From an optimization exercise on the open Yosys and OpenROAD flow, aimed at small area, a short achievable clock period and few clock cycles per item; shortcuts taken in it are not production practice. In this exercise RTL edits were held to simulation tests only and were not proved equivalent to the original. The flow treats the clock pin as an ideal source. Dropping or thinning the clock tree relies on that and would not hold on a real chip. Power and IR drop assume default switching activity.

==> flow/design.v (excerpt) <==
module subordinate #(
    localparam DATA_WIDTH = 32,
    localparam ADDRESS_WIDTH = 4
) (
    input  axi_aclk_in,
    input  axi_aresetn_in,
    input  [ADDRESS_WIDTH-1:0] axi_awaddr_in,
    input  [2:0] axi_awprot_in,
    input  axi_awvalid_in,
    input  [DATA_WIDTH-1:0] axi_wdata_in,
    input  [ADDRESS_WIDTH-1:0] axi_wstrb_in,
    input  axi_wvalid_in,
    input  axi_bready_in,
    input  [ADDRESS_WIDTH-1:0] axi_araddr_in,
    input  [2:0] axi_arprot_in,
    input  axi_arvalid_in,
    input  axi_rready_in,
    output axi_awready_out,
    output axi_wready_out,
    output [1:0] axi_bresp_out,
    output axi_bvalid_out,
    output axi_arready_out,
    output [DATA_WIDTH-1:0] axi_rdata_out,
    output [1:0] axi_rresp_out,
    output axi_rvalid_out
);
    reg [4*DATA_WIDTH-1:0] regs;
    wire write = axi_awvalid_in && axi_wvalid_in && axi_bready_in;
    assign axi_awready_out = axi_wvalid_in && axi_bready_in;
    assign axi_wready_out  = axi_awvalid_in && axi_bready_in;
    wire [DATA_WIDTH-1:0] wd = axi_wdata_in & {DATA_WIDTH{axi_aresetn_in}};
    integer n, k;
    always @(posedge axi_aclk_in)
        for (n = 0; n < 4; n = n + 1)
            for (k = 0; k < DATA_WIDTH/8; k = k + 1)
                if (!axi_aresetn_in || (write && axi_awaddr_in[3:2] == n && axi_wstrb_in[k]))
                    regs[n*DATA_WIDTH+k*8+:8] <= wd[k*8+:8];
    reg bvalid;
    always @(posedge axi_aclk_in)
        if (!axi_aresetn_in)
            bvalid <= 1'b0;
        else if (axi_bready_in)
            bvalid <= write;
    assign axi_bvalid_out = bvalid;
    assign axi_bresp_out  = 2'b00;
    reg                  rvalid;
  ...
Settings: LEC_CHECK=0, ABC_CLOCK_PERIOD_IN_PS=1000, CAP_MARGIN=20, CORE_MARGIN=2, CORE_UTILIZATION=60, SETUP_SLACK_MARGIN=1.1, SLEW_MARGIN=20; clock period 2.5 ns.
standard.sh (not shown) runs the stock make flow with config.mk's settings and CLKGATE_MAP_FILE= SYNTH_SCRIPT=/design/flow/synth_recipe.tcl, a recipe that flattens the netlist after the stock synthesis.
==> flow/flow/run.sh <==
#!/bin/bash
# Standard ORFS layout with two changes: plain buffers (instead of the
# default delay cells) on the ports, and a two-level clock tree built by
# flow/cts.tcl in place of TritonCTS: the clock port drives 2 sky130_fd_sc_hd__clkbuf_16,
# which drive 12 sky130_fd_sc_hd__clkbuf_8 leaf buffers, each driving one cluster of registers.
# ORFS logs stay under orfs/logs; make's output goes to flow_make.log.
set -euo pipefail
export BUFFER_PORTS_ARGS="-buffer_cell sky130_fd_sc_hd__buf_1"
export PRE_CTS_TCL="$(pwd)/flow/cts.tcl"
export MY_CTS_N1=2
export MY_CTS_CELL1=sky130_fd_sc_hd__clkbuf_16
export MY_CTS_N2=12
export MY_CTS_CELL2=sky130_fd_sc_hd__clkbuf_8

bash standard.sh > flow_make.log 2>&1
==> flow/flow/cts.tcl <==

proc kmeans {pts k} {
  # pts: list of {x y}; returns list of cluster indices
  set n [llength $pts]
  set srt [lsort -integer -index 1 [lsort -integer -index 0 $pts]]
  set srt {}
  set i 0
  foreach p $pts { lappend srt [list [lindex $p 0] [lindex $p 1] $i]; incr i }
  set srt [lsort -integer -index 1 $srt]
  # seed: split by y into rows of about sqrt(k) bands, then by x
  set rows [expr {max(1, int(round(sqrt($k))))}]
  set cent {}
  set per [expr {double($n) / $k}]
  for {set c 0} {$c < $k} {incr c} {
    set s [lindex $srt [expr {min($n - 1, int(($c + 0.5) * $per))}]]
    lappend cent [list [lindex $s 0] [lindex $s 1]]
  }
  for {set iter 0} {$iter < 50} {incr iter} {
    set asg {}
    foreach p $pts {
      set best 0; set bd 1e30
      for {set c 0} {$c < $k} {incr c} {
        set q [lindex $cent $c]
        set d [expr {abs([lindex $p 0]-[lindex $q 0]) + abs([lindex $p 1]-[lindex $q 1])}]
        if {$d < $bd} { set bd $d; set best $c }
      }
      lappend asg $best
    }
    set newc {}
    for {set c 0} {$c < $k} {incr c} {
      set sx 0; set sy 0; set m 0
      foreach p $pts a $asg { if {$a == $c} { set sx [expr {$sx + [lindex $p 0]}]; set sy [expr {$sy + [lindex $p 1]}]; incr m } }
      if {$m > 0} { lappend newc [list [expr {$sx / $m}] [expr {$sy / $m}]] } else { lappend newc [lindex $cent $c] }
    }
    set cent $newc
  }
  return [list $asg $cent]
}

proc add_buf {block master name x y innet} {
  set net [odb::dbNet_create $block "${name}_net"]
  $net setSigType CLOCK
  set buf [odb::dbInst_create $block $master $name]
  $buf setLocation [expr {int($x)}] [expr {int($y)}]
  $buf setPlacementStatus PLACED
  [$buf findITerm A] connect $innet
  [$buf findITerm X] connect $net
  return $net
}

proc my_cts {n1 cell1 n2 cell2} {
  set block [ord::get_db_block]
  set clknet [$block findNet axi_aclk_in]
  set sinks {}
  set pts {}
  foreach it [$clknet getITerms] {
    set loc [[$it getInst] getLocation]
    lappend sinks $it
    lappend pts [list [lindex $loc 0] [lindex $loc 1]]
  }
  set r2 [kmeans $pts $n2]
  set asg2 [lindex $r2 0]; set cent2 [lindex $r2 1]
  set m1 [[ord::get_db] findMaster $cell1]
  set m2 [[ord::get_db] findMaster $cell2]
  if {$n1 > 0} {
    set r1 [kmeans $cent2 $n1]
    set asg1 [lindex $r1 0]; set cent1 [lindex $r1 1]
    set l1nets {}
    for {set c 0} {$c < $n1} {incr c} {
      set q [lindex $cent1 $c]
      lappend l1nets [add_buf $block $m1 "clkbuf_l1_$c" [lindex $q 0] [lindex $q 1] $clknet]
    }
  }
  set l2nets {}
  for {set c 0} {$c < $n2} {incr c} {
    set q [lindex $cent2 $c]
    if {$n1 > 0} { set in [lindex $l1nets [lindex $asg1 $c]] } else { set in $clknet }
    lappend l2nets [add_buf $block $m2 "clkbuf_l2_$c" [lindex $q 0] [lindex $q 1] $in]
  }
  foreach it $sinks a $asg2 {
    $it disconnect
    $it connect [lindex $l2nets $a]
  }
  for {set c 0} {$c < $n2} {incr c} { puts "clock leaf $c: [llength [lsearch -all $asg2 $c]] sinks" }
}

if {[info exists ::env(MY_CTS_N2)]} {
  # Sourced by ORFS before its clock tree synthesis (PRE_CTS_TCL): build the
  # tree here and turn ORFS's own clock_tree_synthesis call into a no-op.
  my_cts $::env(MY_CTS_N1) $::env(MY_CTS_CELL1) $::env(MY_CTS_N2) $::env(MY_CTS_CELL2)
  rename clock_tree_synthesis orfs_clock_tree_synthesis
  proc clock_tree_synthesis {args} { set_propagated_clock [all_clocks] }
}
Testbench counts at the start, summed over its fixed seeds: cycles 1,288, items 2,560.
Next try:
==> flow/flow/run.sh (replaced) <==
#!/bin/bash
# Standard ORFS layout with two changes: plain buffers (instead of the
# default delay cells) on the ports, and a two-level clock tree built by
# flow/cts.tcl in place of TritonCTS: the clock port drives 2 sky130_fd_sc_hd__clkbuf_16,
# which drive 8 sky130_fd_sc_hd__clkbuf_16 leaf buffers, each driving one cluster of registers.
# ORFS logs stay under orfs/logs; make's output goes to flow_make.log.
set -euo pipefail
export BUFFER_PORTS_ARGS="-buffer_cell sky130_fd_sc_hd__buf_1"
export PRE_CTS_TCL="$(pwd)/flow/cts.tcl"
export MY_CTS_N1=2
export MY_CTS_CELL1=sky130_fd_sc_hd__clkbuf_16
export MY_CTS_N2=8
export MY_CTS_CELL2=sky130_fd_sc_hd__clkbuf_16

bash standard.sh > flow_make.log 2>&1
--- a/flow/config.mk
+++ b/flow/config.mk
@@ -6,8 +6,7 @@
 export NUM_CORES = 4
 export LEC_CHECK = 0
-export ABC_CLOCK_PERIOD_IN_PS = 1000
 export CAP_MARGIN = 20
 export CORE_MARGIN = 2
-export CORE_UTILIZATION = 60
-export SETUP_SLACK_MARGIN = 1.1
+export CORE_UTILIZATION = 40
+export SETUP_SLACK_MARGIN = 1.15
 export SLEW_MARGIN = 20
Result: Total power grows by 5.0%; clock power went up by 17%; final area came out higher by 4.0%; sequential share of layout area decreases by 2.6 points; via count is higher by 1.0%; critical path depth went down by 2.
Next try:
==> flow/flow/run.sh (replaced) <==
#!/bin/bash
# Standard ORFS layout with two changes: plain buffers (instead of the
# default delay cells) on the ports, and a two-level clock tree built by
# flow/cts.tcl in place of TritonCTS: the clock port drives 2 sky130_fd_sc_hd__clkbuf_16,
# which drive 12 sky130_fd_sc_hd__clkbuf_8 leaf buffers, each driving one cluster of registers.
# ORFS logs stay under orfs/logs; make's output goes to flow_make.log.
set -euo pipefail
export BUFFER_PORTS_ARGS="-buffer_cell sky130_fd_sc_hd__buf_1"
export PRE_CTS_TCL="$(pwd)/flow/cts.tcl"
export MY_CTS_N1=2
export MY_CTS_CELL1=sky130_fd_sc_hd__clkbuf_16
export MY_CTS_N2=12
export MY_CTS_CELL2=sky130_fd_sc_hd__clkbuf_8

bash standard.sh > flow_make.log 2>&1
--- a/flow/config.mk
+++ b/flow/config.mk
@@ -8,5 +8,6 @@
 export CAP_MARGIN = 20
 export CORE_MARGIN = 2
-export CORE_UTILIZATION = 40
-export SETUP_SLACK_MARGIN = 1.15
+export CORE_UTILIZATION = 60
+export PLACE_DENSITY = 0.8
+export SETUP_SLACK_MARGIN = 1.1
 export SLEW_MARGIN = 20
After rerunning:
- The changed run finished clean
- first-iteration DRC count rose by 80%
- hold slack is better by 0.012 ns
- flip-flop and latch count does not change
- global-route usage increases by 5.3 points
- core utilization climbs by 23 points
Next try:
--- a/flow/config.mk
+++ b/flow/config.mk
@@ -9,5 +9,4 @@
 export CORE_MARGIN = 2
 export CORE_UTILIZATION = 60
-export PLACE_DENSITY = 0.8
-export SETUP_SLACK_MARGIN = 1.1
+export SETUP_SLACK_MARGIN = 1.15
 export SLEW_MARGIN = 20
Die area is unchanged. Setup slack degrades by 0.0041 ns. Synthesized area is unchanged. Power hardly moves. Routed wire length falls by 3.6%.
Next try:
==> flow/flow/run.sh (replaced) <==
#!/bin/bash
# Standard ORFS layout with two changes: plain buffers (instead of the
# default delay cells) on the ports, and a two-level clock tree built by
# flow/cts.tcl in place of TritonCTS: the clock port drives 4 sky130_fd_sc_hd__clkbuf_16,
# which drive 16 sky130_fd_sc_hd__clkbuf_8 leaf buffers, each driving one cluster of registers.
# ORFS logs stay under orfs/logs; make's output goes to flow_make.log.
set -euo pipefail
export BUFFER_PORTS_ARGS="-buffer_cell sky130_fd_sc_hd__buf_1"
export PRE_CTS_TCL="$(pwd)/flow/cts.tcl"
export MY_CTS_N1=4
export MY_CTS_CELL1=sky130_fd_sc_hd__clkbuf_16
export MY_CTS_N2=16
export MY_CTS_CELL2=sky130_fd_sc_hd__clkbuf_8

bash standard.sh > flow_make.log 2>&1
--- a/flow/config.mk
+++ b/flow/config.mk
@@ -8,5 +8,5 @@
 export CAP_MARGIN = 20
 export CORE_MARGIN = 2
-export CORE_UTILIZATION = 60
+export CORE_UTILIZATION = 40
 export SETUP_SLACK_MARGIN = 1.15
 export SLEW_MARGIN = 20
After rerunning: The changed run ran to the end with no violations; power goes up by 6.7%; synthesized cell count is unchanged; global-route usage shrinks by 5.2 points; die area rises by 48%; cell area came out higher by 4.2%; wire length increases by 9.8%; area after synthesis stays the same.
Next try:
==> flow/flow/run.sh (replaced) <==
#!/bin/bash
# Standard ORFS layout with two changes: plain buffers (instead of the
# default delay cells) on the ports, and a two-level clock tree built by
# flow/cts.tcl in place of TritonCTS: the clock port drives 2 sky130_fd_sc_hd__clkbuf_16,
# which drive 12 sky130_fd_sc_hd__clkbuf_8 leaf buffers, each driving one cluster of registers.
# ORFS logs stay under orfs/logs; make's output goes to flow_make.log.
set -euo pipefail
export BUFFER_PORTS_ARGS="-buffer_cell sky130_fd_sc_hd__buf_1"
export PRE_CTS_TCL="$(pwd)/flow/cts.tcl"
export MY_CTS_N1=2
export MY_CTS_CELL1=sky130_fd_sc_hd__clkbuf_16
export MY_CTS_N2=12
export MY_CTS_CELL2=sky130_fd_sc_hd__clkbuf_8

bash standard.sh > flow_make.log 2>&1
--- a/flow/config.mk
+++ b/flow/config.mk
@@ -6,7 +6,7 @@
 export NUM_CORES = 4
 export LEC_CHECK = 0
-export CAP_MARGIN = 20
+export CAP_MARGIN = 0
 export CORE_MARGIN = 2
-export CORE_UTILIZATION = 40
-export SETUP_SLACK_MARGIN = 1.15
-export SLEW_MARGIN = 20
+export CORE_UTILIZATION = 60
+export SETUP_SLACK_MARGIN = 1.1
+export SLEW_MARGIN = 0
The changed run ran to the end with no violations.
Total power came out lower by 7.3%.
Final cell count came out lower by 12%.
Global-route usage came out higher by 4.2 points.
Synthesized cell count does not change.
Setup slack got worse by 0.029 ns.
In every run of this note, the design's own scripts or RTL, not TritonCTS, make the clock network.

## re-timing with driven ports
Ports are ideal in the flow. The routed layouts listed here were re-timed in OpenROAD.
Step 1: set_driving_cell puts a clkbuf_16 on axi_aclk_in and a buf_2 on each other input, an assumption about the parent block.
Step 2 moves the port delays by t, midway between the first and last clock arrival at a register: inputs arrive t later, outputs are due t later. That takes back most of the time a late clock gives input paths.
Three values: no drivers, after step 1, after step 2; two values: the first two.
run | t, ns | slack for setup (ns) | cell pins on the clock port's net
the first run | 0.351 | 1.109 / 1.081 / 0.803 | 2
the second run | 0.360 | 1.092 / 1.036 / 0.827 | 2
the third run | 0.346 | 1.109 / 1.066 / 0.811 | 2
the fourth run | 0.360 | 1.105 / 1.048 / 0.835 | 2
the fifth run | 0.356 | 1.138 / 1.085 / 0.864 | 4
the sixth run | 0.351 | 1.109 / 1.081 / 0.803 | 2
After both steps setup and hold are still met in every run listed.
